This design comes from an exercise in tuning for small area and a short achievable clock period on the open sky130 flow, not from production work.
Function was checked by simulation only, so behaviour that the tests miss may differ from the original.
In every run shown here, the design's own scripts or RTL, not TritonCTS, make the clock network.
The clock input has no modelled driver; a real chip could not lean on it and would need a root buffer or a full tree.

===== flow/flow/run.sh =====
#!/bin/bash
# Standard layout with three changes:
# - the port buffers are made from a plain buffer cell instead of the delay
#   buffer buffer_ports picks on its own;
# - timing repair aims at a setup slack of 6.1 ns;
# - after CTS, flow/mycts.tcl rebuilds the clock tree with two levels of
#   clkbuf_16 (the clock port drives four of them), see that file.
set -euo pipefail
export BUFFER_PORTS_ARGS="-buffer_cell sky130_fd_sc_hd__buf_1"
export POST_CTS_TCL="$PWD/flow/mycts.tcl"
bash standard.sh SETUP_SLACK_MARGIN=6.1 finish > standard.log 2>&1

===== flow/flow/mycts.tcl =====
# Replace the clock tree that CTS built with a two-level tree: the clock port
# drives four clkbuf_16 buffers directly, each of them drives the leaf clkbuf_16
# buffers of its group, and each leaf buffer feeds the flip-flops of one cluster.
# The clusters come from k-means on the flip-flop locations, then a capacitated
# reassignment so that every leaf drives about the same number of flip-flops
# (and every top buffer the same number of leaves), which keeps the skew small.
# Runs as the POST CTS step hook, inside ORFS cts.tcl.
# ORFS sources this file inside a procedure; run it at global level.
uplevel #0 {
set nleaf 8
if { [info exists ::env(MYCTS_LEAVES)] } { set nleaf $::env(MYCTS_LEAVES) }
set block [ord::get_db_block]
set db [ord::get_db]
set clknet [[$block findBTerm clk] getNet]
puts "mycts: clock port net [$clknet getName] with [llength [$clknet getITerms]] loads"
set bufmaster [$db findMaster sky130_fd_sc_hd__clkbuf_16]

# Walk the clock tree from the port: buffers to remove and the sinks they feed.
set sinks {}
set oldbufs {}
set oldnets {}
proc walk { net } {
  global sinks oldbufs oldnets
  foreach it [$net getITerms] {
    if { [$it isOutputSignal] } { continue }
    set inst [$it getInst]
    set m [[$inst getMaster] getName]
    if { [string match "sky130_fd_sc_hd__clkbuf_*" $m] || [string match "sky130_fd_sc_hd__buf_*" $m] } {
      lappend oldbufs $inst
      foreach ot [$inst getITerms] {
        if { [$ot isOutputSignal] && [$ot getNet] != "NULL" } {
          lappend oldnets [$ot getNet]
          walk [$ot getNet]
        }
      }
    } else {
      lappend sinks $it
    }
  }
}
walk $clknet
puts "mycts: [llength $oldbufs] clock buffers, [llength $sinks] sinks"
# Loads that drive nothing are CTS's dummy loads: removed with the tree.
set ffs {}
set dummies {}
foreach it $sinks {
  set inst [$it getInst]
  set m [[$inst getMaster] getName]
  if { [string match "sky130_fd_sc_hd__df*" $m] } {
    lappend ffs $it
    continue
  }
  foreach ot [$inst getITerms] {
    if { [$ot isOutputSignal] && [$ot getNet] != "NULL" } { error "mycts: unexpected clock sink $m" }
  }
  lappend dummies $inst
}
puts "mycts: [llength $ffs] flip-flops, [llength $dummies] dummy loads"
set sinks $ffs

# Sink locations (centre of the flip-flop).
set pts {}
foreach it $sinks {
  set bb [[$it getInst] getBBox]
  lappend pts [list [expr {([$bb xMin] + [$bb xMax]) / 2.0}] [expr {([$bb yMin] + [$bb yMax]) / 2.0}]]
}
proc kmeans { pts nk } {
  set n [llength $pts]
  set cx 0; set cy 0
  foreach p $pts { set cx [expr {$cx + [lindex $p 0]}]; set cy [expr {$cy + [lindex $p 1]}] }
  set cx [expr {$cx / $n}]; set cy [expr {$cy / $n}]
  set cent {}
  for {set k 0} {$k < $nk} {incr k} {
    set a [expr {2 * 3.14159265 * ($k + 0.5) / $nk}]
    lappend cent [list [expr {$cx + 30000 * cos($a)}] [expr {$cy + 30000 * sin($a)}]]
  }
  for {set iter 0} {$iter < 50} {incr iter} {
    set asg {}
    foreach p $pts {
      set best 0; set bd 1e30
      for {set k 0} {$k < $nk} {incr k} {
        set c [lindex $cent $k]
        set d [expr {abs([lindex $p 0] - [lindex $c 0]) + abs([lindex $p 1] - [lindex $c 1])}]
        if { $d < $bd } { set bd $d; set best $k }
      }
      lappend asg $best
    }
    set newc {}
    for {set k 0} {$k < $nk} {incr k} {
      set sx 0; set sy 0; set cnt 0
      foreach p $pts a $asg {
        if { $a == $k } { set sx [expr {$sx + [lindex $p 0]}]; set sy [expr {$sy + [lindex $p 1]}]; incr cnt }
      }
      if { $cnt > 0 } { lappend newc [list [expr {$sx / $cnt}] [expr {$sy / $cnt}]] } else { lappend newc [lindex $cent $k] }
    }
    set cent $newc
  }
  # Balance: capacitated greedy assignment by distance, then new centres.
  set cap [expr {int(ceil(double($n) / $nk))}]
  for {set iter 0} {$iter < 10} {incr iter} {
    set pairs {}
    set i 0
    foreach p $pts {
      for {set k 0} {$k < $nk} {incr k} {
        set c [lindex $cent $k]
        lappend pairs [list [expr {abs([lindex $p 0] - [lindex $c 0]) + abs([lindex $p 1] - [lindex $c 1])}] $i $k]
      }
      incr i
    }
    set pairs [lsort -real -index 0 $pairs]
    set asg [lrepeat $n -1]
    set cnt [lrepeat $nk 0]
    foreach pr $pairs {
      lassign $pr d i k
      if { [lindex $asg $i] >= 0 || [lindex $cnt $k] >= $cap } { continue }
      lset asg $i $k
      lset cnt $k [expr {[lindex $cnt $k] + 1}]
    }
    set newc {}
    for {set k 0} {$k < $nk} {incr k} {
      set sx 0; set sy 0; set c 0
      foreach p $pts a $asg {
        if { $a == $k } { set sx [expr {$sx + [lindex $p 0]}]; set sy [expr {$sy + [lindex $p 1]}]; incr c }
      }
      if { $c > 0 } { lappend newc [list [expr {$sx / $c}] [expr {$sy / $c}]] } else { lappend newc [lindex $cent $k] }
    }
    set cent $newc
  }
  return [list $cent $asg]
}
lassign [kmeans $pts $nleaf] cent asg
set ntop 4
lassign [kmeans $cent $ntop] tcent tasg

# Remove the old tree.
foreach it $sinks { $it disconnect }
foreach inst $dummies { odb::dbInst_destroy $inst }
foreach inst $oldbufs { odb::dbInst_destroy $inst }
foreach net $oldnets { odb::dbNet_destroy $net }

# Build the new one: the port drives the top buffers, each top buffer drives
# the leaf buffers of its group, each leaf buffer drives its flip-flops.
proc mkbuf { name c innet } {
  global block bufmaster
  set inst [odb::dbInst_create $block $bufmaster $name]
  set net [odb::dbNet_create $block "net_$name"]
  $net setSigType CLOCK
  $inst setLocation [expr {int([lindex $c 0])}] [expr {int([lindex $c 1])}]
  $inst setPlacementStatus PLACED
  [$inst findITerm A] connect $innet
  [$inst findITerm X] connect $net
  return $net
}
set topnets {}
for {set t 0} {$t < $ntop} {incr t} {
  lappend topnets [mkbuf "clktop_$t" [lindex $tcent $t] $clknet]
}
for {set k 0} {$k < $nleaf} {incr k} {
  set net [mkbuf "clkleaf_$k" [lindex $cent $k] [lindex $topnets [lindex $tasg $k]]]
  set cnt 0
  foreach it $sinks a $asg {
    if { $a == $k } { $it connect $net; incr cnt }
  }
  puts "mycts: leaf $k (top [lindex $tasg $k]) drives $cnt sinks"
}
detailed_placement
estimate_parasitics -placement

# Timing repair with the new tree, as cts.tcl does after CTS.
repair_timing_helper
detailed_placement
check_placement -verbose

}

===== flow/standard.sh =====
#!/bin/bash
# synth_recipe.tcl (not shown) runs the flow's synth.tcl, then flattens the netlist and writes it again
# the make line also repeats each setting of config.mk as NAME=value (left out here)
make -C /OpenROAD-flow-scripts/flow DESIGN_CONFIG=/design/flow/config.mk WORK_HOME=/design/flow/orfs CLKGATE_MAP_FILE= SYNTH_SCRIPT=/design/flow/synth_recipe.tcl "${@:-finish}"

===== flow/config.mk =====
export PLATFORM = sky130hd
export DESIGN_NAME = int8_mac_tree
export DESIGN_NICKNAME = int8_mac_tree
export VERILOG_FILES = /design/flow/design.v
export SDC_FILE = /design/flow/constraint.sdc
export NUM_CORES = 4
export LEC_CHECK = 0
export CAP_MARGIN = 20
export CORE_MARGIN = 2
export CORE_UTILIZATION = 72
export PLACE_DENSITY = 0.9
export SLEW_MARGIN = 20
export SYNTH_HIERARCHICAL = 1
export SYNTH_MINIMUM_KEEP_SIZE = 0

===== flow/constraint.sdc =====
create_clock -name core_clock -period 12.0 [get_ports {clk}]
set_input_delay 2.4000 -clock core_clock [delete_from_list [all_inputs] [get_ports {clk}]]
set_output_delay 2.4000 -clock core_clock [all_outputs]
set_load 0.01 [all_outputs]

===== flow/design.v =====
module multiplier_8bit (
    input signed [7:0] A,
    input signed [7:0] B,
    output signed [15:0] P
);
    wire pp1;
    assign pp1 = ~(A[0] & B[0]);
    wire pp2;
    assign pp2 = ~(A[0] & B[1]);
    wire pp3;
    assign pp3 = ~(A[0] & B[2]);
    wire pp4;
    assign pp4 = ~(A[0] & B[3]);
    wire pp5;
    assign pp5 = ~(A[0] & B[4]);
    wire pp6;
    assign pp6 = ~(A[0] & B[5]);
    wire pp7;
    assign pp7 = ~(A[0] & B[6]);
    wire pp8;
    assign pp8 = A[0] & B[7];
    wire pp9;
    assign pp9 = ~(A[1] & B[0]);
    wire pp10;
    assign pp10 = ~(A[1] & B[1]);
    wire pp11;
    assign pp11 = ~(A[1] & B[2]);
    wire pp12;
    assign pp12 = ~(A[1] & B[3]);
    wire pp13;
    assign pp13 = ~(A[1] & B[4]);
    wire pp14;
    assign pp14 = ~(A[1] & B[5]);
    wire pp15;
    assign pp15 = ~(A[1] & B[6]);
    wire pp16;
    assign pp16 = A[1] & B[7];
    wire pp17;
    assign pp17 = ~(A[2] & B[0]);
    wire pp18;
    assign pp18 = ~(A[2] & B[1]);
    wire pp19;
    assign pp19 = ~(A[2] & B[2]);
    wire pp20;
    assign pp20 = ~(A[2] & B[3]);
    wire pp21;
    assign pp21 = ~(A[2] & B[4]);
    wire pp22;
    assign pp22 = ~(A[2] & B[5]);
    wire pp23;
    assign pp23 = ~(A[2] & B[6]);
    wire pp24;
    assign pp24 = A[2] & B[7];
    wire pp25;
    assign pp25 = ~(A[3] & B[0]);
    wire pp26;
    assign pp26 = ~(A[3] & B[1]);
    wire pp27;
    assign pp27 = ~(A[3] & B[2]);
    wire pp28;
    assign pp28 = ~(A[3] & B[3]);
    wire pp29;
    assign pp29 = ~(A[3] & B[4]);
    wire pp30;
    assign pp30 = ~(A[3] & B[5]);
    wire pp31;
    assign pp31 = ~(A[3] & B[6]);
    wire pp32;
    assign pp32 = A[3] & B[7];
    wire pp33;
    assign pp33 = ~(A[4] & B[0]);
    wire pp34;
    assign pp34 = ~(A[4] & B[1]);
    wire pp35;
    assign pp35 = ~(A[4] & B[2]);
    wire pp36;
    assign pp36 = ~(A[4] & B[3]);
    wire pp37;
    assign pp37 = ~(A[4] & B[4]);
    wire pp38;
    assign pp38 = ~(A[4] & B[5]);
    wire pp39;
    assign pp39 = ~(A[4] & B[6]);
    wire pp40;
    assign pp40 = A[4] & B[7];
    wire pp41;
    assign pp41 = ~(A[5] & B[0]);
    wire pp42;
    assign pp42 = ~(A[5] & B[1]);
    wire pp43;
    assign pp43 = ~(A[5] & B[2]);
    wire pp44;
    assign pp44 = ~(A[5] & B[3]);
    wire pp45;
    assign pp45 = ~(A[5] & B[4]);
    wire pp46;
    assign pp46 = ~(A[5] & B[5]);
    wire pp47;
    assign pp47 = ~(A[5] & B[6]);
    wire pp48;
    assign pp48 = A[5] & B[7];
    wire pp49;
    assign pp49 = ~(A[6] & B[0]);
    wire pp50;
    assign pp50 = ~(A[6] & B[1]);
    wire pp51;
    assign pp51 = ~(A[6] & B[2]);
    wire pp52;
    assign pp52 = ~(A[6] & B[3]);
    wire pp53;
    assign pp53 = ~(A[6] & B[4]);
    wire pp54;
    assign pp54 = ~(A[6] & B[5]);
    wire pp55;
    assign pp55 = ~(A[6] & B[6]);
    wire pp56;
    assign pp56 = A[6] & B[7];
    wire pp57;
    assign pp57 = A[7] & B[0];
    wire pp58;
    assign pp58 = A[7] & B[1];
    wire pp59;
    assign pp59 = A[7] & B[2];
    wire pp60;
    assign pp60 = A[7] & B[3];
    wire pp61;
    assign pp61 = A[7] & B[4];
    wire pp62;
    assign pp62 = A[7] & B[5];
    wire pp63;
    assign pp63 = A[7] & B[6];
    wire pp64;
    assign pp64 = ~(A[7] & B[7]);
    wire s65;
    wire c66;
    xn_cell u67 (.a(pp7), .b(pp14), .y(s65));
    or_cell u68 (.a(pp7), .b(pp14), .y(c66));
    wire s69;
    wire c70;
    fa_cell u71 (.a(pp8), .b(pp15), .c(pp22), .s(s69), .co(c70));
    wire s72;
    wire c73;
    xn_cell u74 (.a(pp29), .b(pp36), .y(s72));
    or_cell u75 (.a(pp29), .b(pp36), .y(c73));
    wire s76;
    wire c77;
    ha_cell u78 (.a(pp16), .b(pp23), .s(s76), .co(c77));
    wire s79;
    wire c80;
    fa_cell u81 (.a(pp30), .b(pp37), .c(pp44), .s(s79), .co(c80));
    wire s82;
    wire c83;
    fa_cell u84 (.a(pp24), .b(pp31), .c(pp38), .s(s82), .co(c83));
    wire s85;
    wire c86;
    xn_cell u87 (.a(pp5), .b(pp12), .y(s85));
    or_cell u88 (.a(pp5), .b(pp12), .y(c86));
    wire s89;
    wire c90;
    fa_cell u91 (.a(pp6), .b(pp13), .c(pp20), .s(s89), .co(c90));
    wire s92;
    wire c93;
    xn_cell u94 (.a(pp27), .b(pp34), .y(s92));
    or_cell u95 (.a(pp27), .b(pp34), .y(c93));
    wire s96;
    wire c97;
    fa_cell u98 (.a(pp21), .b(pp28), .c(pp35), .s(s96), .co(c97));
    wire s99;
    wire c100;
    fa_cell u101 (.a(pp42), .b(pp49), .c(s65), .s(s99), .co(c100));
    wire s102;
    wire c103;
    fa_cell u104 (.a(pp43), .b(pp50), .c(pp57), .s(s102), .co(c103));
    wire s105;
    wire c106;
    fa_cell u107 (.a(c66), .b(s72), .c(s69), .s(s105), .co(c106));
    wire s108;
    wire c109;
    fa_cell u110 (.a(pp51), .b(pp58), .c(c73), .s(s108), .co(c109));
    wire s111;
    wire c112;
    fa_cell u113 (.a(s76), .b(c70), .c(s79), .s(s111), .co(c112));
    wire s114;
    wire c115;
    fa_cell u116 (.a(pp45), .b(pp52), .c(pp59), .s(s114), .co(c115));
    wire s117;
    wire c118;
    fa_cell u119 (.a(c77), .b(c80), .c(s82), .s(s117), .co(c118));
    wire s120;
    wire c121;
    fa_cell u122 (.a(pp32), .b(pp39), .c(pp46), .s(s120), .co(c121));
    wire s123;
    wire c124;
    fa_cell u125 (.a(pp53), .b(pp60), .c(c83), .s(s123), .co(c124));
    wire s126;
    wire c127;
    fa_cell u128 (.a(pp40), .b(pp47), .c(pp54), .s(s126), .co(c127));
    wire s129;
    wire c130;
    xn_cell u131 (.a(pp4), .b(pp11), .y(s129));
    or_cell u132 (.a(pp4), .b(pp11), .y(c130));
    wire s133;
    wire c134;
    fa_cell u135 (.a(pp19), .b(pp26), .c(pp33), .s(s133), .co(c134));
    wire s136;
    wire c137;
    fa_cell u138 (.a(pp41), .b(c86), .c(s92), .s(s136), .co(c137));
    wire s139;
    wire c140;
    fa_cell u141 (.a(c93), .b(c90), .c(s96), .s(s139), .co(c140));
    wire s142;
    wire c143;
    fa_cell u144 (.a(c97), .b(s102), .c(c100), .s(s142), .co(c143));
    wire s145;
    wire c146;
    fa_cell u147 (.a(c103), .b(s108), .c(c106), .s(s145), .co(c146));
    wire s148;
    wire c149;
    fa_cell u150 (.a(s114), .b(c109), .c(c112), .s(s148), .co(c149));
    wire s151;
    wire c152;
    fa_cell u153 (.a(c115), .b(s120), .c(s123), .s(s151), .co(c152));
    wire s154;
    wire c155;
    fa_cell u156 (.a(pp61), .b(c121), .c(s126), .s(s154), .co(c155));
    wire s157;
    wire c158;
    fa_cell u159 (.a(pp48), .b(pp55), .c(pp62), .s(s157), .co(c158));
    wire s160;
    wire c161;
    xn_cell u162 (.a(pp3), .b(pp10), .y(s160));
    or_cell u163 (.a(pp3), .b(pp10), .y(c161));
    wire s164;
    wire c165;
    fa_cell u166 (.a(pp18), .b(pp25), .c(s129), .s(s164), .co(c165));
    wire s167;
    wire c168;
    fa_cell u169 (.a(c130), .b(s85), .c(s133), .s(s167), .co(c168));
    wire s170;
    wire c171;
    fa_cell u172 (.a(c134), .b(s89), .c(s136), .s(s170), .co(c171));
    wire s173;
    wire c174;
    fa_cell u175 (.a(c137), .b(s99), .c(s139), .s(s173), .co(c174));
    wire s176;
    wire c177;
    fa_cell u178 (.a(c140), .b(s105), .c(s142), .s(s176), .co(c177));
    wire s179;
    wire c180;
    fa_cell u181 (.a(s111), .b(c143), .c(s145), .s(s179), .co(c180));
    wire s182;
    wire c183;
    fa_cell u184 (.a(s117), .b(c146), .c(s148), .s(s182), .co(c183));
    wire s185;
    wire c186;
    fa_cell u187 (.a(c118), .b(c149), .c(s151), .s(s185), .co(c186));
    wire s188;
    wire c189;
    fa_cell u190 (.a(c124), .b(s154), .c(c152), .s(s188), .co(c189));
    wire s191;
    wire c192;
    fa_cell u193 (.a(c127), .b(s157), .c(c155), .s(s191), .co(c192));
    wire s194;
    wire c195;
    fa_cell u196 (.a(pp56), .b(pp63), .c(c158), .s(s194), .co(c195));
    wire s197;
    wire c198;
    assign s197 = ~(pp2 ^ pp9);
    assign c198 = pp2 | pp9;
    wire s199;
    wire c200;
    fa_cell u201 (.a(c198), .b(pp17), .c(s160), .s(s199), .co(c200));
    wire s202;
    wire c203;
    fa_cell u204 (.a(c161), .b(c200), .c(s164), .s(s202), .co(c203));
    wire s205;
    wire c206;
    fa_cell u207 (.a(c165), .b(s167), .c(c203), .s(s205), .co(c206));
    wire s208;
    wire c209;
    fa_cell u210 (.a(c168), .b(s170), .c(c206), .s(s208), .co(c209));
    wire s211;
    wire c212;
    ha_cell u213 (.a(c171), .b(s173), .s(s211), .co(c212));
    wire s214;
    wire c215;
    ha_cell u216 (.a(c174), .b(s176), .s(s214), .co(c215));
    wire s217;
    wire c218;
    ha_cell u219 (.a(c177), .b(s179), .s(s217), .co(c218));
    wire s220;
    wire c221;
    ha_cell u222 (.a(c180), .b(s182), .s(s220), .co(c221));
    wire s223;
    wire c224;
    ha_cell u225 (.a(c183), .b(s185), .s(s223), .co(c224));
    wire s226;
    wire c227;
    ha_cell u228 (.a(c186), .b(s188), .s(s226), .co(c227));
    wire s229;
    wire c230;
    ha_cell u231 (.a(c189), .b(s191), .s(s229), .co(c230));
    wire s232;
    wire c233;
    ha_cell u234 (.a(c192), .b(s194), .s(s232), .co(c233));
    wire s235;
    wire c236;
    ha_cell u237 (.a(pp64), .b(c195), .s(s235), .co(c236));
    wire g238;
    wire p239;
    assign g238 = 1'b0 & 1'b1;
    assign p239 = 1'b0 ^ 1'b1;
    wire g240;
    assign g240 = c212 | (s211 & c209);
    wire G241;
    ao_cell u242 (.g(c215), .p(s214), .c(g240), .y(G241));
    wire P243;
    assign P243 = s214 & s211;
    wire G244;
    ao_cell u245 (.g(c221), .p(s220), .c(c218), .y(G244));
    wire P246;
    assign P246 = s220 & s217;
    wire G247;
    ao_cell u248 (.g(c227), .p(s226), .c(c224), .y(G247));
    wire P249;
    assign P249 = s226 & s223;
    wire G250;
    ao_cell u251 (.g(c233), .p(s232), .c(c230), .y(G250));
    wire P252;
    assign P252 = s232 & s229;
    wire G253;
    ao_cell u254 (.g(g238), .p(p239), .c(c236), .y(G253));
    wire P255;
    assign P255 = p239 & s235;
    wire G256;
    ao_cell u257 (.g(G244), .p(P246), .c(G241), .y(G256));
    wire P258;
    assign P258 = P246 & P243;
    wire G259;
    ao_cell u260 (.g(G250), .p(P252), .c(G247), .y(G259));
    wire P261;
    assign P261 = P252 & P249;
    wire G262;
    ao_cell u263 (.g(G259), .p(P261), .c(G256), .y(G262));
    wire P264;
    assign P264 = P261 & P258;
    wire G265;
    ao_cell u266 (.g(G247), .p(P249), .c(G256), .y(G265));
    wire P267;
    assign P267 = P249 & P258;
    wire G268;
    ao_cell u269 (.g(G253), .p(P255), .c(G262), .y(G268));
    wire P270;
    assign P270 = P255 & P264;
    wire G271;
    ao_cell u272 (.g(c218), .p(s217), .c(G241), .y(G271));
    wire P273;
    assign P273 = s217 & P243;
    wire G274;
    ao_cell u275 (.g(c224), .p(s223), .c(G256), .y(G274));
    wire P276;
    assign P276 = s223 & P258;
    wire G277;
    ao_cell u278 (.g(c230), .p(s229), .c(G265), .y(G277));
    wire P279;
    assign P279 = s229 & P267;
    wire G280;
    ao_cell u281 (.g(c236), .p(s235), .c(G262), .y(G280));
    wire P282;
    assign P282 = s235 & P264;
    wire sum283;
    assign sum283 = ~(s211 ^ c209);
    wire sum284;
    assign sum284 = ~(s214 ^ g240);
    wire sum285;
    assign sum285 = ~(s217 ^ G241);
    wire sum286;
    assign sum286 = ~(s220 ^ G271);
    wire sum287;
    assign sum287 = ~(s223 ^ G256);
    wire sum288;
    assign sum288 = ~(s226 ^ G274);
    wire sum289;
    assign sum289 = ~(s229 ^ G265);
    wire sum290;
    assign sum290 = ~(s232 ^ G277);
    wire sum291;
    assign sum291 = ~(s235 ^ G262);
    wire sum292;
    assign sum292 = ~(p239 ^ G280);
    assign P = {sum292, sum291, sum290, sum289, sum288, sum287, sum286, sum285, sum284, sum283, ~s208, ~s205, ~s202, ~s199, ~s197, ~pp1};
endmodule
module adder_16bit (
    input signed [15:0] A,
    input signed [15:0] B,
    input signed [15:0] C,
    input signed [15:0] D,
    output signed [17:0] S
);
    wire s1;
    wire c2;
    ha_cell u3 (.a(A[0]), .b(B[0]), .s(s1), .co(c2));
    wire s4;
    wire c5;
    fa_cell u6 (.a(A[1]), .b(B[1]), .c(C[1]), .s(s4), .co(c5));
    wire s7;
    wire c8;
    fa_cell u9 (.a(A[2]), .b(B[2]), .c(C[2]), .s(s7), .co(c8));
    wire s10;
    wire c11;
    fa_cell u12 (.a(A[3]), .b(B[3]), .c(C[3]), .s(s10), .co(c11));
    wire s13;
    wire c14;
    fa_cell u15 (.a(A[4]), .b(B[4]), .c(C[4]), .s(s13), .co(c14));
    wire s16;
    wire c17;
    fa_cell u18 (.a(A[5]), .b(B[5]), .c(C[5]), .s(s16), .co(c17));
    wire s19;
    wire c20;
    fa_cell u21 (.a(A[6]), .b(B[6]), .c(C[6]), .s(s19), .co(c20));
    wire s22;
    wire c23;
    fa_cell u24 (.a(A[7]), .b(B[7]), .c(C[7]), .s(s22), .co(c23));
    wire s25;
    wire c26;
    fa_cell u27 (.a(A[8]), .b(B[8]), .c(C[8]), .s(s25), .co(c26));
    wire s28;
    wire c29;
    fa_cell u30 (.a(A[9]), .b(B[9]), .c(C[9]), .s(s28), .co(c29));
    wire s31;
    wire c32;
    fa_cell u33 (.a(A[10]), .b(B[10]), .c(C[10]), .s(s31), .co(c32));
    wire s34;
    wire c35;
    fa_cell u36 (.a(A[11]), .b(B[11]), .c(C[11]), .s(s34), .co(c35));
    wire s37;
    wire c38;
    fa_cell u39 (.a(A[12]), .b(B[12]), .c(C[12]), .s(s37), .co(c38));
    wire s40;
    wire c41;
    fa_cell u42 (.a(A[13]), .b(B[13]), .c(C[13]), .s(s40), .co(c41));
    wire s43;
    wire c44;
    fa_cell u45 (.a(A[14]), .b(B[14]), .c(C[14]), .s(s43), .co(c44));
    wire s46;
    wire c47;
    fa_cell u48 (.a(~A[15]), .b(~B[15]), .c(~C[15]), .s(s46), .co(c47));
    wire s49;
    wire c50;
    ha_cell u51 (.a(C[0]), .b(D[0]), .s(s49), .co(c50));
    wire s52;
    wire c53;
    fa_cell u54 (.a(D[1]), .b(c2), .c(s4), .s(s52), .co(c53));
    wire s55;
    wire c56;
    fa_cell u57 (.a(D[2]), .b(c5), .c(s7), .s(s55), .co(c56));
    wire s58;
    wire c59;
    fa_cell u60 (.a(D[3]), .b(c8), .c(s10), .s(s58), .co(c59));
    wire s61;
    wire c62;
    fa_cell u63 (.a(D[4]), .b(c11), .c(s13), .s(s61), .co(c62));
    wire s64;
    wire c65;
    fa_cell u66 (.a(D[5]), .b(c14), .c(s16), .s(s64), .co(c65));
    wire s67;
    wire c68;
    fa_cell u69 (.a(D[6]), .b(c17), .c(s19), .s(s67), .co(c68));
    wire s70;
    wire c71;
    fa_cell u72 (.a(D[7]), .b(c20), .c(s22), .s(s70), .co(c71));
    wire s73;
    wire c74;
    fa_cell u75 (.a(D[8]), .b(c23), .c(s25), .s(s73), .co(c74));
    wire s76;
    wire c77;
    fa_cell u78 (.a(D[9]), .b(c26), .c(s28), .s(s76), .co(c77));
    wire s79;
    wire c80;
    fa_cell u81 (.a(D[10]), .b(c29), .c(s31), .s(s79), .co(c80));
    wire s82;
    wire c83;
    fa_cell u84 (.a(D[11]), .b(c32), .c(s34), .s(s82), .co(c83));
    wire s85;
    wire c86;
    fa_cell u87 (.a(D[12]), .b(c35), .c(s37), .s(s85), .co(c86));
    wire s88;
    wire c89;
    fa_cell u90 (.a(D[13]), .b(c38), .c(s40), .s(s88), .co(c89));
    wire s91;
    wire c92;
    fa_cell u93 (.a(D[14]), .b(c41), .c(s43), .s(s91), .co(c92));
    wire s94;
    wire c95;
    fa_cell u96 (.a(~D[15]), .b(c44), .c(s46), .s(s94), .co(c95));
    wire s97;
    wire c98;
    ha_cell u99 (.a(s1), .b(s49), .s(s97), .co(c98));
    wire s100;
    wire c101;
    ha_cell u102 (.a(c50), .b(s52), .s(s100), .co(c101));
    wire s103;
    wire c104;
    ha_cell u105 (.a(c53), .b(s55), .s(s103), .co(c104));
    wire s106;
    wire c107;
    ha_cell u108 (.a(c56), .b(s58), .s(s106), .co(c107));
    wire s109;
    wire c110;
    ha_cell u111 (.a(c59), .b(s61), .s(s109), .co(c110));
    wire s112;
    wire c113;
    ha_cell u114 (.a(c62), .b(s64), .s(s112), .co(c113));
    wire s115;
    wire c116;
    ha_cell u117 (.a(c65), .b(s67), .s(s115), .co(c116));
    wire s118;
    wire c119;
    ha_cell u120 (.a(c68), .b(s70), .s(s118), .co(c119));
    wire s121;
    wire c122;
    ha_cell u123 (.a(c71), .b(s73), .s(s121), .co(c122));
    wire s124;
    wire c125;
    ha_cell u126 (.a(c74), .b(s76), .s(s124), .co(c125));
    wire s127;
    wire c128;
    ha_cell u129 (.a(c77), .b(s79), .s(s127), .co(c128));
    wire s130;
    wire c131;
    ha_cell u132 (.a(c80), .b(s82), .s(s130), .co(c131));
    wire s133;
    wire c134;
    ha_cell u135 (.a(c83), .b(s85), .s(s133), .co(c134));
    wire s136;
    wire c137;
    ha_cell u138 (.a(c86), .b(s88), .s(s136), .co(c137));
    wire s139;
    wire c140;
    ha_cell u141 (.a(c89), .b(s91), .s(s139), .co(c140));
    wire s142;
    wire c143;
    ha_cell u144 (.a(c92), .b(s94), .s(s142), .co(c143));
    wire s145;
    wire c146;
    ha_cell u147 (.a(c47), .b(c95), .s(s145), .co(c146));
    wire g148;
    wire p149;
    assign g148 = 1'b1 & 1'b0;
    assign p149 = 1'b1 ^ 1'b0;
    wire G150;
    ao_cell u151 (.g(c101), .p(s100), .c(c98), .y(G150));
    wire P152;
    assign P152 = s100 & s97;
    wire G153;
    ao_cell u154 (.g(c107), .p(s106), .c(c104), .y(G153));
    wire P155;
    assign P155 = s106 & s103;
    wire G156;
    ao_cell u157 (.g(c113), .p(s112), .c(c110), .y(G156));
    wire P158;
    assign P158 = s112 & s109;
    wire G159;
    ao_cell u160 (.g(c119), .p(s118), .c(c116), .y(G159));
    wire P161;
    assign P161 = s118 & s115;
    wire G162;
    ao_cell u163 (.g(c125), .p(s124), .c(c122), .y(G162));
    wire P164;
    assign P164 = s124 & s121;
    wire G165;
    ao_cell u166 (.g(c131), .p(s130), .c(c128), .y(G165));
    wire P167;
    assign P167 = s130 & s127;
    wire G168;
    ao_cell u169 (.g(c137), .p(s136), .c(c134), .y(G168));
    wire P170;
    assign P170 = s136 & s133;
    wire G171;
    ao_cell u172 (.g(c143), .p(s142), .c(c140), .y(G171));
    wire P173;
    assign P173 = s142 & s139;
    wire G174;
    ao_cell u175 (.g(g148), .p(p149), .c(c146), .y(G174));
    wire P176;
    assign P176 = p149 & s145;
    wire G177;
    ao_cell u178 (.g(c104), .p(s103), .c(G150), .y(G177));
    wire P179;
    assign P179 = s103 & P152;
    wire G180;
    ao_cell u181 (.g(G153), .p(P155), .c(G150), .y(G180));
    wire P182;
    assign P182 = P155 & P152;
    wire G183;
    ao_cell u184 (.g(c116), .p(s115), .c(G156), .y(G183));
    wire P185;
    assign P185 = s115 & P158;
    wire G186;
    ao_cell u187 (.g(G159), .p(P161), .c(G156), .y(G186));
    wire P188;
    assign P188 = P161 & P158;
    wire G189;
    ao_cell u190 (.g(c128), .p(s127), .c(G162), .y(G189));
    wire P191;
    assign P191 = s127 & P164;
    wire G192;
    ao_cell u193 (.g(G165), .p(P167), .c(G162), .y(G192));
    wire P194;
    assign P194 = P167 & P164;
    wire G195;
    ao_cell u196 (.g(c140), .p(s139), .c(G168), .y(G195));
    wire P197;
    assign P197 = s139 & P170;
    wire G198;
    ao_cell u199 (.g(G171), .p(P173), .c(G168), .y(G198));
    wire P200;
    assign P200 = P173 & P170;
    wire G201;
    ao_cell u202 (.g(c110), .p(s109), .c(G180), .y(G201));
    wire P203;
    assign P203 = s109 & P182;
    wire G204;
    ao_cell u205 (.g(G156), .p(P158), .c(G180), .y(G204));
    wire P206;
    assign P206 = P158 & P182;
    wire G207;
    ao_cell u208 (.g(G183), .p(P185), .c(G180), .y(G207));
    wire P209;
    assign P209 = P185 & P182;
    wire G210;
    ao_cell u211 (.g(G186), .p(P188), .c(G180), .y(G210));
    wire P212;
    assign P212 = P188 & P182;
    wire G213;
    ao_cell u214 (.g(c134), .p(s133), .c(G192), .y(G213));
    wire P215;
    assign P215 = s133 & P194;
    wire G216;
    ao_cell u217 (.g(G168), .p(P170), .c(G192), .y(G216));
    wire P218;
    assign P218 = P170 & P194;
    wire G219;
    ao_cell u220 (.g(G195), .p(P197), .c(G192), .y(G219));
    wire P221;
    assign P221 = P197 & P194;
    wire G222;
    ao_cell u223 (.g(G198), .p(P200), .c(G192), .y(G222));
    wire P224;
    assign P224 = P200 & P194;
    wire G225;
    ao_cell u226 (.g(c122), .p(s121), .c(G210), .y(G225));
    wire P227;
    assign P227 = s121 & P212;
    wire G228;
    ao_cell u229 (.g(G162), .p(P164), .c(G210), .y(G228));
    wire P230;
    assign P230 = P164 & P212;
    wire G231;
    ao_cell u232 (.g(G189), .p(P191), .c(G210), .y(G231));
    wire P233;
    assign P233 = P191 & P212;
    wire G234;
    ao_cell u235 (.g(G192), .p(P194), .c(G210), .y(G234));
    wire P236;
    assign P236 = P194 & P212;
    wire G237;
    ao_cell u238 (.g(G213), .p(P215), .c(G210), .y(G237));
    wire P239;
    assign P239 = P215 & P212;
    wire G240;
    ao_cell u241 (.g(G216), .p(P218), .c(G210), .y(G240));
    wire P242;
    assign P242 = P218 & P212;
    wire G243;
    ao_cell u244 (.g(G219), .p(P221), .c(G210), .y(G243));
    wire P245;
    assign P245 = P221 & P212;
    wire G246;
    ao_cell u247 (.g(G222), .p(P224), .c(G210), .y(G246));
    wire P248;
    assign P248 = P224 & P212;
    wire G249;
    ao_cell u250 (.g(c146), .p(s145), .c(G246), .y(G249));
    wire P251;
    assign P251 = s145 & P248;
    wire G252;
    ao_cell u253 (.g(G174), .p(P176), .c(G246), .y(G252));
    wire P254;
    assign P254 = P176 & P248;
    wire sum255;
    assign sum255 = s100 ^ c98;
    wire sum256;
    assign sum256 = s103 ^ G150;
    wire sum257;
    assign sum257 = s106 ^ G177;
    wire sum258;
    assign sum258 = s109 ^ G180;
    wire sum259;
    assign sum259 = s112 ^ G201;
    wire sum260;
    assign sum260 = s115 ^ G204;
    wire sum261;
    assign sum261 = s118 ^ G207;
    wire sum262;
    assign sum262 = s121 ^ G210;
    wire sum263;
    assign sum263 = s124 ^ G225;
    wire sum264;
    assign sum264 = s127 ^ G228;
    wire sum265;
    assign sum265 = s130 ^ G231;
    wire sum266;
    assign sum266 = s133 ^ G234;
    wire sum267;
    assign sum267 = s136 ^ G237;
    wire sum268;
    assign sum268 = s139 ^ G240;
    wire sum269;
    assign sum269 = s142 ^ G243;
    wire sum270;
    assign sum270 = s145 ^ G246;
    wire sum271;
    assign sum271 = p149 ^ G249;
    assign S = {sum271, sum270, sum269, sum268, sum267, sum266, sum265, sum264, sum263, sum262, sum261, sum260, sum259, sum258, sum257, sum256, sum255, s97};
endmodule
module xn_cell (
    input a,
    input b,
    output y
);
    assign y = ~(a ^ b);
endmodule
module or_cell (
    input a,
    input b,
    output y
);
    assign y = a | b;
endmodule
module fa_cell (
    input a,
    input b,
    input c,
    output s,
    output co
);
    assign s = a ^ b ^ c;
    assign co = (a & b) | (a & c) | (b & c);
endmodule
module ha_cell (
    input a,
    input b,
    output s,
    output co
);
    assign s = a ^ b;
    assign co = a & b;
endmodule
module ao_cell (
    input g,
    input p,
    input c,
    output y
);
    assign y = g | (p & c);
endmodule
module hac_cell (
    input a,
    input b,
    output s,
    output co
);
    assign s = ~(a ^ b);
    assign co = a | b;
endmodule
module adder_18bit (
    input signed [17:0] A,
    input signed [17:0] B,
    output signed [18:0] S
);
    wire s1;
    wire c2;
    ha_cell u3 (.a(A[0]), .b(B[0]), .s(s1), .co(c2));
    wire s4;
    wire c5;
    ha_cell u6 (.a(A[1]), .b(B[1]), .s(s4), .co(c5));
    wire s7;
    wire c8;
    ha_cell u9 (.a(A[2]), .b(B[2]), .s(s7), .co(c8));
    wire s10;
    wire c11;
    ha_cell u12 (.a(A[3]), .b(B[3]), .s(s10), .co(c11));
    wire s13;
    wire c14;
    ha_cell u15 (.a(A[4]), .b(B[4]), .s(s13), .co(c14));
    wire s16;
    wire c17;
    ha_cell u18 (.a(A[5]), .b(B[5]), .s(s16), .co(c17));
    wire s19;
    wire c20;
    ha_cell u21 (.a(A[6]), .b(B[6]), .s(s19), .co(c20));
    wire s22;
    wire c23;
    ha_cell u24 (.a(A[7]), .b(B[7]), .s(s22), .co(c23));
    wire s25;
    wire c26;
    ha_cell u27 (.a(A[8]), .b(B[8]), .s(s25), .co(c26));
    wire s28;
    wire c29;
    ha_cell u30 (.a(A[9]), .b(B[9]), .s(s28), .co(c29));
    wire s31;
    wire c32;
    ha_cell u33 (.a(A[10]), .b(B[10]), .s(s31), .co(c32));
    wire s34;
    wire c35;
    ha_cell u36 (.a(A[11]), .b(B[11]), .s(s34), .co(c35));
    wire s37;
    wire c38;
    ha_cell u39 (.a(A[12]), .b(B[12]), .s(s37), .co(c38));
    wire s40;
    wire c41;
    ha_cell u42 (.a(A[13]), .b(B[13]), .s(s40), .co(c41));
    wire s43;
    wire c44;
    ha_cell u45 (.a(A[14]), .b(B[14]), .s(s43), .co(c44));
    wire s46;
    wire c47;
    ha_cell u48 (.a(A[15]), .b(B[15]), .s(s46), .co(c47));
    wire s49;
    wire c50;
    ha_cell u51 (.a(A[16]), .b(B[16]), .s(s49), .co(c50));
    wire s52;
    wire c53;
    ha_cell u54 (.a(A[17]), .b(B[17]), .s(s52), .co(c53));
    wire s55;
    wire c56;
    ha_cell u57 (.a(A[17]), .b(B[17]), .s(s55), .co(c56));
    wire G58;
    ao_cell u59 (.g(c5), .p(s4), .c(c2), .y(G58));
    wire P60;
    assign P60 = s4 & s1;
    wire G61;
    ao_cell u62 (.g(c11), .p(s10), .c(c8), .y(G61));
    wire P63;
    assign P63 = s10 & s7;
    wire G64;
    ao_cell u65 (.g(c17), .p(s16), .c(c14), .y(G64));
    wire P66;
    assign P66 = s16 & s13;
    wire G67;
    ao_cell u68 (.g(c23), .p(s22), .c(c20), .y(G67));
    wire P69;
    assign P69 = s22 & s19;
    wire G70;
    ao_cell u71 (.g(c29), .p(s28), .c(c26), .y(G70));
    wire P72;
    assign P72 = s28 & s25;
    wire G73;
    ao_cell u74 (.g(c35), .p(s34), .c(c32), .y(G73));
    wire P75;
    assign P75 = s34 & s31;
    wire G76;
    ao_cell u77 (.g(c41), .p(s40), .c(c38), .y(G76));
    wire P78;
    assign P78 = s40 & s37;
    wire G79;
    ao_cell u80 (.g(c47), .p(s46), .c(c44), .y(G79));
    wire P81;
    assign P81 = s46 & s43;
    wire G82;
    ao_cell u83 (.g(c53), .p(s52), .c(c50), .y(G82));
    wire P84;
    assign P84 = s52 & s49;
    wire G85;
    ao_cell u86 (.g(G61), .p(P63), .c(G58), .y(G85));
    wire P87;
    assign P87 = P63 & P60;
    wire G88;
    ao_cell u89 (.g(G67), .p(P69), .c(G64), .y(G88));
    wire P90;
    assign P90 = P69 & P66;
    wire G91;
    ao_cell u92 (.g(G73), .p(P75), .c(G70), .y(G91));
    wire P93;
    assign P93 = P75 & P72;
    wire G94;
    ao_cell u95 (.g(G79), .p(P81), .c(G76), .y(G94));
    wire P96;
    assign P96 = P81 & P78;
    wire G97;
    ao_cell u98 (.g(G88), .p(P90), .c(G85), .y(G97));
    wire P99;
    assign P99 = P90 & P87;
    wire G100;
    ao_cell u101 (.g(G94), .p(P96), .c(G91), .y(G100));
    wire P102;
    assign P102 = P96 & P93;
    wire G103;
    ao_cell u104 (.g(G100), .p(P102), .c(G97), .y(G103));
    wire P105;
    assign P105 = P102 & P99;
    wire G106;
    ao_cell u107 (.g(G91), .p(P93), .c(G97), .y(G106));
    wire P108;
    assign P108 = P93 & P99;
    wire G109;
    ao_cell u110 (.g(G64), .p(P66), .c(G85), .y(G109));
    wire P111;
    assign P111 = P66 & P87;
    wire G112;
    ao_cell u113 (.g(G70), .p(P72), .c(G97), .y(G112));
    wire P114;
    assign P114 = P72 & P99;
    wire G115;
    ao_cell u116 (.g(G76), .p(P78), .c(G106), .y(G115));
    wire P117;
    assign P117 = P78 & P108;
    wire G118;
    ao_cell u119 (.g(G82), .p(P84), .c(G103), .y(G118));
    wire P120;
    assign P120 = P84 & P105;
    wire G121;
    ao_cell u122 (.g(c8), .p(s7), .c(G58), .y(G121));
    wire P123;
    assign P123 = s7 & P60;
    wire G124;
    ao_cell u125 (.g(c14), .p(s13), .c(G85), .y(G124));
    wire P126;
    assign P126 = s13 & P87;
    wire G127;
    ao_cell u128 (.g(c20), .p(s19), .c(G109), .y(G127));
    wire P129;
    assign P129 = s19 & P111;
    wire G130;
    ao_cell u131 (.g(c26), .p(s25), .c(G97), .y(G130));
    wire P132;
    assign P132 = s25 & P99;
    wire G133;
    ao_cell u134 (.g(c32), .p(s31), .c(G112), .y(G133));
    wire P135;
    assign P135 = s31 & P114;
    wire G136;
    ao_cell u137 (.g(c38), .p(s37), .c(G106), .y(G136));
    wire P138;
    assign P138 = s37 & P108;
    wire G139;
    ao_cell u140 (.g(c44), .p(s43), .c(G115), .y(G139));
    wire P141;
    assign P141 = s43 & P117;
    wire G142;
    ao_cell u143 (.g(c50), .p(s49), .c(G103), .y(G142));
    wire P144;
    assign P144 = s49 & P105;
    wire G145;
    ao_cell u146 (.g(c56), .p(s55), .c(G118), .y(G145));
    wire P147;
    assign P147 = s55 & P120;
    wire sum148;
    assign sum148 = s4 ^ c2;
    wire sum149;
    assign sum149 = s7 ^ G58;
    wire sum150;
    assign sum150 = s10 ^ G121;
    wire sum151;
    assign sum151 = s13 ^ G85;
    wire sum152;
    assign sum152 = s16 ^ G124;
    wire sum153;
    assign sum153 = s19 ^ G109;
    wire sum154;
    assign sum154 = s22 ^ G127;
    wire sum155;
    assign sum155 = s25 ^ G97;
    wire sum156;
    assign sum156 = s28 ^ G130;
    wire sum157;
    assign sum157 = s31 ^ G112;
    wire sum158;
    assign sum158 = s34 ^ G133;
    wire sum159;
    assign sum159 = s37 ^ G106;
    wire sum160;
    assign sum160 = s40 ^ G136;
    wire sum161;
    assign sum161 = s43 ^ G115;
    wire sum162;
    assign sum162 = s46 ^ G139;
    wire sum163;
    assign sum163 = s49 ^ G103;
    wire sum164;
    assign sum164 = s52 ^ G142;
    wire sum165;
    assign sum165 = s55 ^ G118;
    assign S = {sum165, sum164, sum163, sum162, sum161, sum160, sum159, sum158, sum157, sum156, sum155, sum154, sum153, sum152, sum151, sum150, sum149, sum148, s1};
endmodule
module int8_mac_tree (
    input clk,  
    input reset,  
    input signed [7:0] in0,
    input signed [7:0] in1,
    input signed [7:0] in2,
    input signed [7:0] in3,
    input signed [7:0] in4,
    input signed [7:0] in5,
    input signed [7:0] in6,
    input signed [7:0] in7,
    input signed [7:0] in8,
    input signed [7:0] in9,
    input signed [7:0] in10,
    input signed [7:0] in11,
    input signed [7:0] in12,
    input signed [7:0] in13,
    input signed [7:0] in14,
    input signed [7:0] in15,
    output signed [31:0] out,
    output reg signed [15:0] prod0, prod1, prod2, prod3, prod4, prod5, prod6, prod7,
    output signed [17:0] sum_level2_0, sum_level2_1
);
    wire signed [15:0] p0, p1, p2, p3, p4, p5, p6, p7;
    multiplier_8bit mul0 (.A(in0),  .B(in1),  .P(p0));
    multiplier_8bit mul1 (.A(in2),  .B(in3),  .P(p1));
    multiplier_8bit mul2 (.A(in4),  .B(in5),  .P(p2));
    multiplier_8bit mul3 (.A(in6),  .B(in7),  .P(p3));
    multiplier_8bit mul4 (.A(in8),  .B(in9),  .P(p4));
    multiplier_8bit mul5 (.A(in10), .B(in11), .P(p5));
    multiplier_8bit mul6 (.A(in12), .B(in13), .P(p6));
    multiplier_8bit mul7 (.A(in14), .B(in15), .P(p7));
    always @(posedge clk or posedge reset) begin
        if (reset) begin
            prod0 <= 16'h0; prod1 <= 16'h0; prod2 <= 16'h0; prod3 <= 16'h0;
            prod4 <= 16'h0; prod5 <= 16'h0; prod6 <= 16'h0; prod7 <= 16'h0;
        end else begin
            prod0 <= p0; prod1 <= p1; prod2 <= p2; prod3 <= p3;
            prod4 <= p4; prod5 <= p5; prod6 <= p6; prod7 <= p7;
        end
    end
    adder_16bit sum0 (.A(prod0), .B(prod1), .C(prod2), .D(prod3), .S(sum_level2_0));
    adder_16bit sum1 (.A(prod4), .B(prod5), .C(prod6), .D(prod7), .S(sum_level2_1));
    reg signed [18:0] out_r;
    wire signed [18:0] out_sum;
    adder_18bit add_final (.A(sum_level2_0), .B(sum_level2_1), .S(out_sum));
    always @(posedge clk or posedge reset) begin
        if (reset)
            out_r <= 19'h0;
        else
            out_r <= out_sum;
    end
    assign out = out_r;
endmodule

==> metrics.md, run 1 <==
| Metric | Value |
|---|---|
| Initial antenna violation count | 0 |
| Endpoint type of the worst setup path | output pin |
| Pre-Repair DR Iteration Count | 5 |
| Area of the core | 27900 sq um |
| Placed cell area | 21000 sq um |
| Fin area | 21800 sq um |
| Setup CP Type | reg -> out |
| FF-to-FF path depth | 16 |
| Ys Warns | 7 |
| Largest net degree at the start of global routing | 78 |
| Global-route wire length before repair | 84.6 mm |
| Relative slew slack | 0.363 |
| Clock Sink Count | 147 |
| Worst min path class | reg -> reg |
| WP data arrival | 3.45 ns |
| Die area | 30000 sq um |
| Simple-gate share of the synthesized area | 0.152 |
| Port Buffers | 325 |
| Starting DRT DRC Count | 982 |
| GR Overflow Total | 0 |
| Seq cells post-synth | 147 |
| Crit path buf inv count | 2 |
| Post-route minimum period | 5.85 ns |
| Setup repair after global routing missed its margin | true |
| Max frequency | 0.171 GHz |
| Routability Congestion | 0.954 |
| Vias | 14.6k |
| Synth Area per Inst | 10.8 sq um |
| DRC | 0 |
| Worst Hold Slack | around 0.84 ns |
| Worst EP required | about 9.6 ns |
| Adder-cell share of the synthesized area | 0.455 |
| Outcome | timing/DRC/antenna clean |
| Synth area leader | fa_1 |
| Clock skew | 0.0364 ns |
| Worst setup SP type | flop |
| Max Slew Vio Count | 0 |
| Critical path peak fanout | 9 |
| Cell Chain, Critical Path | fa_1, fa_1, ha_4, a21o_1, a21o_1, a21o_4, a21o_1, a21o_1, inv_1, buf_4 |
| Max_cap viols | 0 |
| Die height | 173 um |
| Area fraction in compound gates after synthesis | 0.0696 |
| Critical Path Max Stage Delay | approximately 0.57 ns |
| Mapped cell area | between 20000 and 25000 sq um |
| Count of different cell masters after synthesis | 20 |
| WHS Path Cells | 3 |
| Final nets | 2745 |
| Vias/cell | 5.91 |
| Setup TNS | 0 ns |
| Vias in the first global route | 15.7k |
| Starting Density | 0.737 |
| DP HPWL | 42.8 mm |
| Site Rows | 61 |
| Gate Count Post-Synth | 1912 |
| CP most frequent cell | a21o_1 |
| Syn nets | 2567 |
| Diode count | 0 |
| Slowest cell on crit path | fa_1 |
| Layout cells sized above 1 | 0.0819 |
| Drt total wl | 52.0 mm |
| Antenna Violating Nets Remaining | 0 |
| Die Wd | 173 um |
| GR Util All Layers | 0.365 |
| I/O pins | roughly 330 |
| Main combinational cell family by area after synthesis | adder cells |
| Final Cycle Share | 0.487 |
| Post-synthesis xor/xnor area fraction | 0.0718 |
| Clock latency (worst-skew pair) | 0.30 ns |
| Setup violators final | 0 |
| Final Hold Viols | 0 |
| Slew of the pin with the lowest slew margin | about 0.96 ns |
| WL per Instance | 21.1 um |
| Clock transition at path regs | 0.12 ns |
| Top-area cell type share of the netlist area | 0.362 |
| Cell family with most CP delay | adder cells |
| Synth top area cells | fa_1 (36%), dfrtp_1 (18%), ha_1 (9.3%), a21o_1 (7.0%), nand2_1 (6.9%) |
| Area growth syn-to-layout | 5.69% |
| Register area share after synthesis | 0.179 |
| Multiplexer share of the synthesized area | 0 |
| Cell count along the critical path | 10 |
kinds of logic after synthesis:
logic type	Yosys count
compound gates	191
xor+xnor	162
fa+ha+maj	525
flops	147
buf+inv	241
simple gates	646
layout by cell type, fill, tap and decap left out, drive strengths merged:
| cell type | instances |
|---|---|
| a21o | 191 |
| and2 | 194 |
| and2b | 2 |
| and3 | 10 |
| and4 | 4 |
| buf | 280 |
| clkbuf | 76 |
| clkinvlp | 1 |
| dfrtp | 147 |
| fa | 372 |
| ha | 153 |
| inv | 60 |
| nand2 | 376 |
| nand4 | 2 |
| nor2b | 2 |
| or2 | 56 |
| xnor2 | 112 |
| xor2 | 50 |
cell type report:
class | instances | area [sq um]
Inverter | 61 | 233
Buffer | 12 | 300
Timing Repair Buffer | 344 | 1510
Fill cell | 1890 | 6170
Tap cell | 378 | 473
Sequential cell | 147 | 3690
Multi-Input combinational cell | 1524 | 15600
worst paths after layout:
check / start / end / slack (ns)
setup reg to reg: prod4[1]$_DFF_PP0_ / out_r[15]$_DFF_PP0_ / 7.39
hold / removal: prod3[0]$_DFF_PP0_ / out_r[0]$_DFF_PP0_ / 0.84
min in group asynchronous: reset / prod4[15]$_DFF_PP0_ / 2.40
setup / recovery: prod4[1]$_DFF_PP0_ / sum_level2_1[17] / 6.15
max in group asynchronous: reset / prod0[5]$_DFF_PP0_ / 8.02
hold reg to reg: prod3[0]$_DFF_PP0_ / out_r[0]$_DFF_PP0_ / 0.84
state kept, by name, indices dropped and copies added (netlist names):
name   cells
prod2     16
out_r     19
prod3     16
prod1     16
prod0     16
prod6     16
prod7     16
prod4     16
prod5     16
Yosys stat by module, one instance, submodules excluded, excerpt:
module           cells inside  flops+latches  copies in the design  cell area [sq um]
int8_mac_tree             161            147                     1               3780
ha_cell                     1              0                   137               12.5
adder_18bit                49              0                     1                382
adder_16bit                57              0                     2                408
xn_cell                     1              0                    48               8.76
multiplier_8bit            99              0                     8                537
cells in the mapped netlist:
| master | count |
|---|---|
| and3_1 | 10 |
| or2_1 | 48 |
| buf_4 | 148 |
| buf_2 | 32 |
| nand2_1 | 376 |
| nor2b_1 | 2 |
| fa_1 | 372 |
| xnor2_1 | 104 |
| ha_1 | 153 |
| and4_1 | 4 |
| or2_4 | 8 |
| inv_1 | 61 |
| nand4_1 | 2 |
| and2b_1 | 2 |
| a21o_1 | 191 |
| and2_2 | 1 |
| xnor2_2 | 8 |
| and2_1 | 193 |
| xor2_1 | 50 |
| dfrtp_1 | 147 |
per-stage QoR:
step	util	instances	setup slack, ns
after floorplan	-	1912	6.12
final	0.779	2466	6.15
after global placement	0.753	2437	5.87
after detailed placement	0.753	2437	5.76
after global routing	0.779	2466	6.08
layer usage:
metal	track usage	wire [um]	vias to the layer above	share of wire
li1	-	-	6272	-
met1	0.489	20100	7445	0.39
met2	0.585	24800	686	0.48
met3	0.0717	4120	171	0.079
met4	0.167	2980	0	0.057
met5	0	0	-	0
worst register-to-register path: stages (launching register included):
cell,delay [ns]
dfrtp_2,0.50
fa_1,0.51
fa_1,0.57
ha_4,0.23
a21o_1,0.18
a21o_1,0.23
buf_4,0.17
a21o_1,0.16
xor2_1,0.31
ha_1,0.34
a21o_1,0.21
a21o_1,0.15
a21o_1,0.23
a21o_1,0.22
a21o_1,0.18
a21o_1,0.17
xor2_1,0.14
==> inputs of run 2 (changes only) <==
--- a/flow/flow/run.sh
+++ b/flow/flow/run.sh
@@ -5,7 +5,9 @@
 # - timing repair aims at a setup slack of 6.1 ns;
 # - after CTS, flow/mycts.tcl rebuilds the clock tree with two levels of
-#   clkbuf_16 (the clock port drives four of them), see that file.
+#   clkbuf_16 (the clock port drives four of them), see that file;
+# - the input port buffers are made buf_2 before repair_design (flow/inbuf.tcl).
 set -euo pipefail
 export BUFFER_PORTS_ARGS="-buffer_cell sky130_fd_sc_hd__buf_1"
 export POST_CTS_TCL="$PWD/flow/mycts.tcl"
+export PRE_RESIZE_TCL="$PWD/flow/inbuf.tcl"
 bash standard.sh SETUP_SLACK_MARGIN=6.1 finish > standard.log 2>&1
==> flow/flow/inbuf.tcl (new file) <==
uplevel #0 {
  set n 0
  foreach inst [get_cells input*] {
    replace_cell $inst sky130_fd_sc_hd__buf_2
    incr n
  }
  puts "inbuf: $n input buffers made buf_2"
}
--- a/flow/config.mk
+++ b/flow/config.mk
@@ -9,5 +9,4 @@
 export CORE_MARGIN = 2
 export CORE_UTILIZATION = 72
-export PLACE_DENSITY = 0.9
 export SLEW_MARGIN = 20
 export SYNTH_HIERARCHICAL = 1
==> run 2 against run 1 <==
  * Largest cell class unchanged
  * Clock skew down 0.019 ns
  * Sequential share of layout area about the same
  * Flip-flop and latch count did not move
  * Core utilization is 0.090 points lower
==> metrics.md, run 2 <==
| Metric | Value |
|---|---|
| Area fraction in compound gates after synthesis | 0.0696 |
| GR Overflow Total | 0 |
| Commonest non-fill, non-tap cell in the layout | nand2_1 |
| Final nets | about 2.7k |
| Largest net degree at the start of global routing | around 80 |
| Initial antenna violation count | 3 |
| Max reg flops | 19 |
| Final worst setup slack | between 6 and 7 ns |
| Synth Area per Inst | 10.8 sq um |
| Post-Route Utilization | 0.778 |
| I/O pins | 326 |
| Area of the core | roughly 28000 sq um |
| GR Util All Layers | 0.356 |
| Final Hold Viols | 0 |
| Critical Path Max Stage Delay | 0.45 ns |
| FILL cells | 1836 |
| Area of the multi-input gates | 15500 sq um |
| Drt total wl | 51.0 mm |
| Max Slew Vio Count | 0 |
| DRC | 0 |
| Post-synth EDFFs | 0 |
| Worst EP required | 12.16 ns |
| Starting DRT DRC Count | 984 |
| Port Buffers | roughly 330 |
| Worst Hold Slack | 0.788 ns |
| Clock latency (worst-skew pair) | 0.29 ns |
| WL per Instance | 20.7 um |
| Slew of the pin with the lowest slew margin | 0.935 ns |
| Simple-gate share of the synthesized area | 0.152 |
| Syn nets | 2567 |
| Post-synthesis async set-or-reset flop share | 1.00 |
| Worst setup SP type | input port |
| Top-area cell type share of the netlist area | 0.362 |
| Top cells by count, synth | nand2_1 (376), fa_1 (372), and2_1 (193), a21o_1 (191), ha_1 (153) |
| Layout cells sized above 1 | 0.0980 |
| Dpl cells | 2437 |
| Multiplexer share of the synthesized area | 0 |
| Post-synthesis xor/xnor area fraction | 0.0718 |
| Clock transition at path regs | 0.08 ns |
| Main combinational cell family by area after synthesis | adder cells |
| Seq cells post-synth | 147 |
| Pre-Repair DR Iteration Count | 7 |
| Synth area leader | fa_1 |
| WP data arrival | 5.95 ns |
| Clock Sink Count | 147 |
| Placed cell area | 21200 sq um |
| Starting Density | 0.737 |
| Routability Congestion | 0.994 |
| Global-route wire length before repair | approximately 83 mm |
| Cell Chain, Critical Path | buf_2, and2_1, ha_1, inv_1, fa_1, fa_1, fa_1, fa_2, ha_1, or2_4, a21o_1, a21o_1, a21o_1, a21o_1, xnor2_1 |
| Adder-cell share of the synthesized area | 0.455 |
| Endpoint type of the worst setup path | flop |
| Most common cell in the synthesized netlist | nand2_1 |
| Synth Flop Type | dfrtp_1 |
| Worst min path class | reg -> reg |
| Antenna Violating Nets Remaining | 0 |
| Slowest cell on crit path | fa_1 |
| DP HPWL | 42.8 mm |
| Setup CP Type | in -> reg |
| Synth top area cells | fa_1 (36%), dfrtp_1 (18%), ha_1 (9.3%), a21o_1 (7.0%), nand2_1 (6.9%) |
| Setup TNS | 0 ns |
| Register area share after synthesis | 0.179 |
| Vias/cell | a little under 6 |
| Setup repair after global routing missed its margin | false |
| Setup violators final | 0 |
| Ys Warns | 7 |
| Mapped cell area | 20600 sq um |
| Outcome | timing/DRC/antenna clean |
| Sequential Area | 3680 sq um |
| Die area | 30000 sq um |
| Critical path peak fanout | 8 |
| Max frequency | 0.173 GHz |
| Most frequent cells in the layout | nand2_1 (376), fa_1 (366), and2_1 (192) |
| Count of different cell masters after synthesis | 20 |
| Die height | 173 um |
| Gate Count Post-Synth | 1912 |
| Site Rows | 61 |
| Relative slew slack | 0.377 |
| Vias in the first global route | 15.3k |
| Diode count | 0 |
| Final Cycle Share | 0.482 |
| Post-route minimum period | 5.79 ns |
| Pre-CTS setup slack | slightly below 6 ns |
| Vias | around 14k |
| Die Wd | 173 um |
| Clock skew | 0.0178 ns |
| Max_cap viols | 0 |
| Fin area | 21700 sq um |
| Post-Layout Cell Count | between 2k and 2.5k |
| Area growth syn-to-layout | 5.57% |
| CP most frequent cell | a21o_1 |
| Largest Register | out_r |
## run 2: cell type report
type,count,share of cell area
multi-input combinational,1524,0.713
timing repair buffer,338,0.0716
buffer,12,0.0138
tap,378,0.0218
sequential,147,0.169
inverter,61,0.0107
## run 2: critical path, delay by kind of cell
| family | cells | cell delay, ns |
|---|---|---|
| buf+inv | 2 | 0.21 |
| simple gates | 2 | 0.42 |
| xor+xnor | 1 | 0.13 |
| compound gates | 4 | 0.78 |
| fa+ha+maj | 6 | 2.01 |
## run 2: kinds of logic (layout without fill, tap and decap cells)
logic type	count (synthesis)	count (layout)
AO/OA/AOI/OAI	191	191
adder cells (fa/ha/maj)	525	525
flip-flops	147	147
AND/OR/NAND/NOR	646	646
XOR/XNOR	162	162
buffers and inverters	241	411
## run 2: routing by layer
layer,routed length [um],global-route usage,share of wire,vias up
li1,-,-,-,6252
met1,20400,0.494,0.40,7316
met2,23300,0.550,0.46,726
met3,4460,0.0708,0.088,181
met4,2880,0.164,0.057,4
met5,18,0,0.00035,-
## run 2: modules after synthesis, one instance, submodules excluded
module	copies in the design	flops+latches	cells inside
adder_18bit	1	0	49
ha_cell	137	0	1
xn_cell	48	0	1
adder_16bit	2	0	57
fa_cell	372	0	1
int8_mac_tree	1	147	161
multiplier_8bit	8	0	99
or_cell	48	0	1
ao_cell	191	0	1
## run 2: worst paths after layout
| check | start | to | slack (ns) | cells past startpoint |
|---|---|---|---|---|
| worst max-delay path | in1[1] | prod0[13]$_DFF_PP0_ | 6.21 | 15 |
| worst min register to register | prod3[0]$_DFF_PP0_ | out_r[0]$_DFF_PP0_ | 0.79 | 3 |
| max in group asynchronous | reset | out_r[0]$_DFF_PP0_ | 8.45 | 5 |
| worst min-delay path | prod3[0]$_DFF_PP0_ | out_r[0]$_DFF_PP0_ | 0.79 | 3 |
| worst max register to register | prod5[5]$_DFF_PP0_ | out_r[18]$_DFF_PP0_ | 7.48 | 16 |
| min in group asynchronous | reset | prod4[15]$_DFF_PP0_ | 2.37 | 3 |

## afterwards: timing with drivers on the ports
Ports are ideal in the flow. The routed layouts listed here were re-timed in OpenROAD. Step 1 sets driving cells, clkbuf_16 on the clock port and buf_2 on the other inputs (assumed; they add their load-dependent delay and slew). Step 2, shift: input delay + t, output delay - t, t = (earliest + latest rising clock arrival at the registers) / 2. This alone moves slack from input paths to output paths. Slacks: ideal / step 1 / step 2; pairs: ideal / step 1.
run | t (ns) | slack for setup (ns) | hold WS [ns] | clock arrival spread, ns
run 1 | 0.385 | 6.154 / 6.056 / 5.886 | 0.844 / 0.844 / 0.844 | 0.038 / 0.038
run 2 | 0.383 | 6.214 / 6.138 / 5.893 | 0.788 / 0.788 / 0.788 | 0.018 / 0.018
After both steps setup and hold are still met in every run listed. For run 2, which loses most, drivers alone change the setup slack by -0.076 ns; drivers and shift together by -0.321 ns.
